Context: an optimization exercise on an open-source flow, tuned for small area, a short achievable clock period and few clock cycles per item. The choices shown serve that exercise and are no tape-out recipe.
Only simulation tests tie the RTL to the original design; equivalence was not proved.
Power and IR drop assume default switching activity.

== run 1 ==
// filter
module filter(
        input clock,
        input reset,
        input start,
        output reg done,
        input  [15:0] data_in,
        output reg [15:0] data_out
    );
For scale: ~210 flip-flops, about 36 I/O pins, about 0.011 sq mm of cells after synthesis.
==> flow/config.mk <==
export PLATFORM = sky130hd
export DESIGN_NAME = filter
export DESIGN_NICKNAME = filter
export VERILOG_FILES = /design/flow/design.v
export SDC_FILE = /design/flow/constraint.sdc
export NUM_CORES = 4
export LEC_CHECK = 0
export CAP_MARGIN = 20
export CORE_MARGIN = 2
export CORE_UTILIZATION = 60
export CTS_CLUSTER_DIAMETER = 100
export CTS_CLUSTER_SIZE = 30
export SLEW_MARGIN = 20
export SYNTH_HIERARCHICAL = 1
==> flow/constraint.sdc <==
create_clock -name core_clock -period 10.0 [get_ports {clock}]
set_input_delay 2.0000 -clock core_clock [delete_from_list [all_inputs] [get_ports {clock}]]
set_output_delay 2.0000 -clock core_clock [all_outputs]
set_load 0.01 [all_outputs]
standard.sh (not shown) runs the stock make flow with config.mk's settings and CLKGATE_MAP_FILE= SYNTH_SCRIPT=/design/flow/synth_recipe.tcl, a recipe that flattens the netlist after the stock synthesis.
==> flow/flow/run.sh <==
#!/bin/bash
# Standard ORFS layout (the standard.sh) with changes only to how it is
# optimised: ports are buffered with a plain buffer instead of the default
# delay-buffer cell, and timing repair is asked for more setup margin than the
# 10 ns clock needs, so that it works on the achieved period.
set -euo pipefail
bash standard.sh SETUP_SLACK_MARGIN=7.0 "BUFFER_PORTS_ARGS=-buffer_cell sky130_fd_sc_hd__buf_4" finish > orfs_make.log 2>&1
Run 1 completed every stage of the flow, and the final layout passed the timing, DRC and antenna checks.
Testbench counts of run 1, summed over its fixed seeds: cycles 2,064, samples 2,048.
Setup changes, run 1 to run 2
- CTS_BUF_LIST: unset -> sky130_fd_sc_hd__clkbuf_8
- CTS_CLUSTER_SIZE: 30 -> 16
--- outcome ---
Run comparison: run 1 capturing element of the worst setup path done; run 2 capturing element of the worst setup path h3[14]$_DFF_P_
Re total power after layout: run 2 is 1.5% down on run 1.
The core occupancy in the finished layout on run 1 is in line with that on run 2.
In run 2, clock-buffer cell count is higher than in run 1.
On sequential power, run 1 and run 2 are neck and neck.
[compare] base=run 1 new=run 2: number of non-clock buffers rose about 13%, detailed-route via count neither gained nor lost much, final layout net count now larger.
As far as synthesized cell count goes, run 2 and run 1 are indistinguishable; the numbers are identical.
The inputs of run 3 differ from those of run 2 as listed below.
- a deleted CTS_CLUSTER_DIAMETER that had been 100
- a deleted CTS_BUF_LIST that had been sky130_fd_sc_hd__clkbuf_8
- a deleted CTS_CLUSTER_SIZE that had been 16
diff --git a/flow/flow/run.sh b/flow/flow/run.sh
--- a/flow/flow/run.sh
+++ b/flow/flow/run.sh
@@ -6,2 +6,2 @@
 set -euo pipefail
-bash standard.sh SETUP_SLACK_MARGIN=7.0 "BUFFER_PORTS_ARGS=-buffer_cell sky130_fd_sc_hd__buf_4" finish > orfs_make.log 2>&1
+bash standard.sh SETUP_SLACK_MARGIN=7.0 "BUFFER_PORTS_ARGS=-buffer_cell sky130_fd_sc_hd__buf_4" "CTS_ARGS=-sink_clustering_enable -repair_clock_nets -sink_clustering_size 24 -sink_clustering_max_diameter 100 -distance_between_buffers 1000 -branching_point_buffers_distance 1000" finish > orfs_make.log 2>&1
==> comparison <==
Compare run 3 and run 2 | proportion of power drawn by combinational gates lower: run 3. The final core area utilization of run 2 and that of run 3 are within noise of each other. Compared with run 2, run 3 shows a lower maximum single-stage delay on the critical path. Relative to run 2, normalized max-slew margin increased by 23 points in run 3. Cell area: run 2 vs run 3, no meaningful difference.
What run 4 does differently from run 3 at the input level:
- CTS_CLUSTER_DIAMETER: unset -> 100
- CORE_UTILIZATION: 60 -> 70
- CTS_CLUSTER_SIZE: unset -> 24
==> flow/flow/run.sh <==
#!/bin/bash
# Standard ORFS layout (the standard.sh) with changes only to how it is
# optimised: ports are buffered with a plain buffer instead of the default
# delay-buffer cell, and timing repair is asked for more setup margin than the
# 10 ns clock needs, so that it works on the achieved period.
set -euo pipefail
bash standard.sh SETUP_SLACK_MARGIN=7.05 "BUFFER_PORTS_ARGS=-buffer_cell sky130_fd_sc_hd__buf_4" finish > orfs_make.log 2>&1
==> run summary <==
Internal power consumption, run 3 and run 4, higher one = run 4. Taking run 3 as the reference point, the count of inserted tapcells of run 4 falls by 18. Going from run 3 to run 4, overall routed net length shrinks by 3.3%. For the number of nets in the finished design, run 4 came in 0.34% higher than run 3 did. Re starting density of the core: run 4 is 11 points up on run 3. Looking at clock share of power, run 4 sits 0.5 points lower than run 3 does. Diff run 3 -> run 4: area of the core now smaller; non-filler instance count after layout has decreased; setup slack now sits lower; worst hold slack decreased 0.051 ns. Summary: with run 3 as the reference, routed via count in run 4 moved up slightly.

---

Setup of TR:
Starting RTL as in the previous note.
==> flow/config.mk <==
export PLATFORM = sky130hd
export DESIGN_NAME = filter
export DESIGN_NICKNAME = filter
export VERILOG_FILES = /design/flow/design.v
export SDC_FILE = /design/flow/constraint.sdc
export NUM_CORES = 4
export LEC_CHECK = 0
export CAP_MARGIN = 20
export CORE_MARGIN = 2
export CORE_UTILIZATION = 60
export CTS_CLUSTER_DIAMETER = 100
export CTS_CLUSTER_SIZE = 24
export SLEW_MARGIN = 20
export SYNTH_HIERARCHICAL = 1
==> flow/constraint.sdc <==
create_clock -name core_clock -period 10.0 [get_ports {clock}]
set_input_delay 2.0000 -clock core_clock [delete_from_list [all_inputs] [get_ports {clock}]]
set_output_delay 2.0000 -clock core_clock [all_outputs]
set_load 0.01 [all_outputs]
==> flow/flow/run.sh <==
#!/bin/bash
# Standard ORFS layout (the standard.sh) with changes only to how it is
# optimised: ports are buffered with a plain buffer instead of the default
# delay-buffer cell, and timing repair is asked for more setup margin than the
# 10 ns clock needs, so that it works on the achieved period.
set -euo pipefail
bash standard.sh SETUP_SLACK_MARGIN=7.05 "BUFFER_PORTS_ARGS=-buffer_cell sky130_fd_sc_hd__buf_4" finish > orfs_make.log 2>&1
TR closes out successfully: all stages finished, all timing, DRC and antenna checks passed.
Testbench counts of TR, summed over its fixed seeds: cycles 2,064, samples 2,048.
What MS does differently from TR at the input level:
Settings: setting PLACE_DENSITY to 0.8 for the first time.
--- a/flow/flow/run.sh
+++ b/flow/flow/run.sh
@@ -6,2 +6,2 @@
 set -euo pipefail
-bash standard.sh SETUP_SLACK_MARGIN=7.05 "BUFFER_PORTS_ARGS=-buffer_cell sky130_fd_sc_hd__buf_4" finish > orfs_make.log 2>&1
+bash standard.sh SETUP_SLACK_MARGIN=7.0 "BUFFER_PORTS_ARGS=-buffer_cell sky130_fd_sc_hd__buf_4" finish > orfs_make.log 2>&1
[summary]
- In MS the overall routing resource usage turned out 1.9 points lower than in TR.
- For MS, the first element of the critical path was data_out[14]$_DFF_P_, unlike TR, where it was data_out[12]$_DFF_P_.
- In the flow results for MS and TR, the number of clock buffers in the layout is larger on TR.
- Compared to TR, the router laid down less metal wire for MS.
- On via total after detailed routing, MS and TR are basically level.

---

job 2429:
Another version of the RTL of filter (not shown whole).
Size: about 930 cells after synthesis, ~12000 µm² of cells after synthesis.
clock: 10.0 ns
lec_check: 0
cap_margin: 20
core_margin: 2
core_utilization: 60
cts_cluster_diameter: 100
cts_cluster_size: 24
slew_margin: 20
synth_hierarchical: 1
==> flow/flow/run.sh <==
#!/bin/bash
# Standard ORFS layout (the standard.sh) with changes only to how it is
# optimised: ports are buffered with a plain buffer instead of the default
# delay-buffer cell, and timing repair is asked for more setup margin than the
# 10 ns clock needs, so that it works on the achieved period.
set -euo pipefail
bash standard.sh SETUP_SLACK_MARGIN=6.95 "BUFFER_PORTS_ARGS=-buffer_cell sky130_fd_sc_hd__buf_4" finish > orfs_make.log 2>&1
Job 2429: all stages complete, timing, DRC and antenna checks passed
Testbench counts of job 2429, summed over its fixed seeds: cycles 2,064, samples 2,048.
Inputs modified between job 2429 and job 4134:
- swapping 60 for 40 in CORE_UTILIZATION
- clearing CTS_CLUSTER_DIAMETER, which used to be 100
- clearing CTS_CLUSTER_SIZE, which used to be 24
--- a/flow/flow/run.sh
+++ b/flow/flow/run.sh
@@ -2 +2 @@
-# Standard ORFS layout (the standard.sh) with changes only to how it is
+# Standard ORFS layout (the standard.sh) with two changes to how it is
@@ -7 +7 @@
-bash standard.sh SETUP_SLACK_MARGIN=6.95 "BUFFER_PORTS_ARGS=-buffer_cell sky130_fd_sc_hd__buf_4" finish > orfs_make.log 2>&1
+bash standard.sh SETUP_SLACK_MARGIN=6.8 "BUFFER_PORTS_ARGS=-buffer_cell sky130_fd_sc_hd__buf_2" finish > orfs_make.log 2>&1
==> run summary <==
- Compared with job 2429, job 4134 shows combinational power share lower by 6.5 points.
- Job 4134 vs job 2429, layout overhead on the synthesized area went up by 3.9 points.
- Run comparison: job 4134 worst setup path category flip-flop to flip-flop; job 2429 worst setup path category input pin to flip-flop
- Of the two values seen for origin of the worst setup path, h0[11]$_DFF_P_ was produced by job 4134 and reset by job 2429.
- | final total power | job 4134 vs job 2429 | worse |
- Summary: area of all placed cells without fillers, job 4134 worse than job 2429
- As of job 4134, internal cell power had risen by more than 10% compared to job 2429.
- Against job 2429, job 4134 reports a met2 track demand over resource in global routing that is lower.
- Lower wire length of the first global-routing pass among job 2429 and job 4134: job 2429
What job 9959 does differently from job 4134 at the input level:
- an added CTS_CLUSTER_DIAMETER of 100
- an added CTS_CLUSTER_SIZE of 24
- a change of CORE_UTILIZATION from 40 to 60
--- a/flow/flow/run.sh
+++ b/flow/flow/run.sh
@@ -2 +2 @@
-# Standard ORFS layout (the standard.sh) with two changes to how it is
+# Standard ORFS layout (the standard.sh) with changes only to how it is
@@ -7 +7 @@
-bash standard.sh SETUP_SLACK_MARGIN=6.8 "BUFFER_PORTS_ARGS=-buffer_cell sky130_fd_sc_hd__buf_2" finish > orfs_make.log 2>&1
+bash standard.sh SETUP_SLACK_MARGIN=7.05 "BUFFER_PORTS_ARGS=-buffer_cell sky130_fd_sc_hd__buf_4" finish > orfs_make.log 2>&1
Findings:
- Across job 4134 and job 9959, the outcome is the same: a clean finish for every run.
- Looking only at later-pin clock latency in the skew report, and setting everything else aside, the higher value of job 4134 and job 9959 goes to job 4134.
- Setup violation total in the final timing report came out exactly the same in job 4134 and job 9959.
- The die used by job 9959 is smaller than the one used by job 4134.
- Looking at clock input transition at the sequential cells of the worst setup and hold paths across job 4134 and job 9959, the one that comes out higher is job 9959.
- Relative to job 4134, final total power decreased by 8.4% in job 9959.
- Taking job 4134 as the reference point, the global-route usage of job 9959 rises by 9.1 points.
- Compared with job 4134, in job 9959 post-route minimum period lost 180 ps; core utilization picked up an extra 21 points.
Relative to job 9959, the following input files were edited for job 9784:
- clearing CTS_CLUSTER_SIZE, which used to be 24
- clearing CTS_CLUSTER_DIAMETER, which used to be 100
- swapping 60 for 40 in CORE_UTILIZATION
--- a/flow/flow/run.sh
+++ b/flow/flow/run.sh
@@ -2 +2 @@
-# Standard ORFS layout (the standard.sh) with changes only to how it is
+# Standard ORFS layout (the standard.sh) with two changes to how it is
@@ -7 +7 @@
-bash standard.sh SETUP_SLACK_MARGIN=7.05 "BUFFER_PORTS_ARGS=-buffer_cell sky130_fd_sc_hd__buf_4" finish > orfs_make.log 2>&1
+bash standard.sh SETUP_SLACK_MARGIN=7.1 "BUFFER_PORTS_ARGS=-buffer_cell sky130_fd_sc_hd__buf_2" finish > orfs_make.log 2>&1
### Flow results
On layout overhead on the synthesized area, the lower figure sits with job 9959, not job 9784. Note that the clock network power recorded for job 9784 amounts to 1.8 times the value seen in job 9959. Summary of job 9784 over job 9959: clock period minus final worst setup slack shows an increase of 90 ps, die width grew by about 22%. Job 9784 improves on job 9959 in post-detailed-routing wire length. No stage failed in job 9784, and the final checks on the layout all came back clean. Job 9784 has less setup slack than job 9959. Looking at die area across both flows, job 9784 is the weaker of the two, with job 9959 ahead.

[afterwards: timing with drivers on the ports]
No port has a modelled driver above. Below, the same layouts with a new extraction and two added sets of constraints. Step 1 (the two cells are an assumption about what drives the block):
set clk [get_ports {clock}]
set_driving_cell -lib_cell sky130_fd_sc_hd__clkbuf_16 $clk
set_driving_cell -lib_cell sky130_fd_sc_hd__buf_2 [delete_from_list [all_inputs] $clk]
Step 2 also shifts input and output timing later by t, the mid clock arrival at the registers, as if the neighbouring blocks saw the same clock. Three values: ideal ports, drivers, drivers and shift; two values: the first two.
run	t (ns)	setup WS [ns]	slew at the worst register clock pin (ns)	worst slew at a driven data input, ns	pins driven straight from the clock port
run 1	0.510	7.030 / 6.986 / 6.602	0.12 / 0.12	0.04	1
run 2	0.523	7.036 / 7.000 / 6.535	0.10 / 0.10	0.04	1
run 3	0.508	7.051 / 7.008 / 6.759	0.10 / 0.10	0.04	1
run 4	0.516	7.031 / 6.985 / 6.706	0.10 / 0.10	0.05	1
TR	0.509	7.076 / 7.032 / 6.758	0.10 / 0.10	0.04	1
MS	0.512	7.042 / 6.997 / 6.625	0.10 / 0.10	0.04	1
job 2429	0.519	7.044 / 6.999 / 6.550	0.09 / 0.09	0.04	1
job 4134	0.571	6.902 / 6.902 / 6.365	0.06 / 0.06	0.04	1
job 9959	0.519	7.081 / 7.032 / 6.765	0.10 / 0.10	0.04	1
job 9784	0.569	6.991 / 6.979 / 6.446	0.06 / 0.06	0.03	1
After both steps setup and hold are still met in every run listed. For job 9784, which loses most, drivers alone change the setup slack by -0.012 ns; drivers and shift together by -0.545 ns.
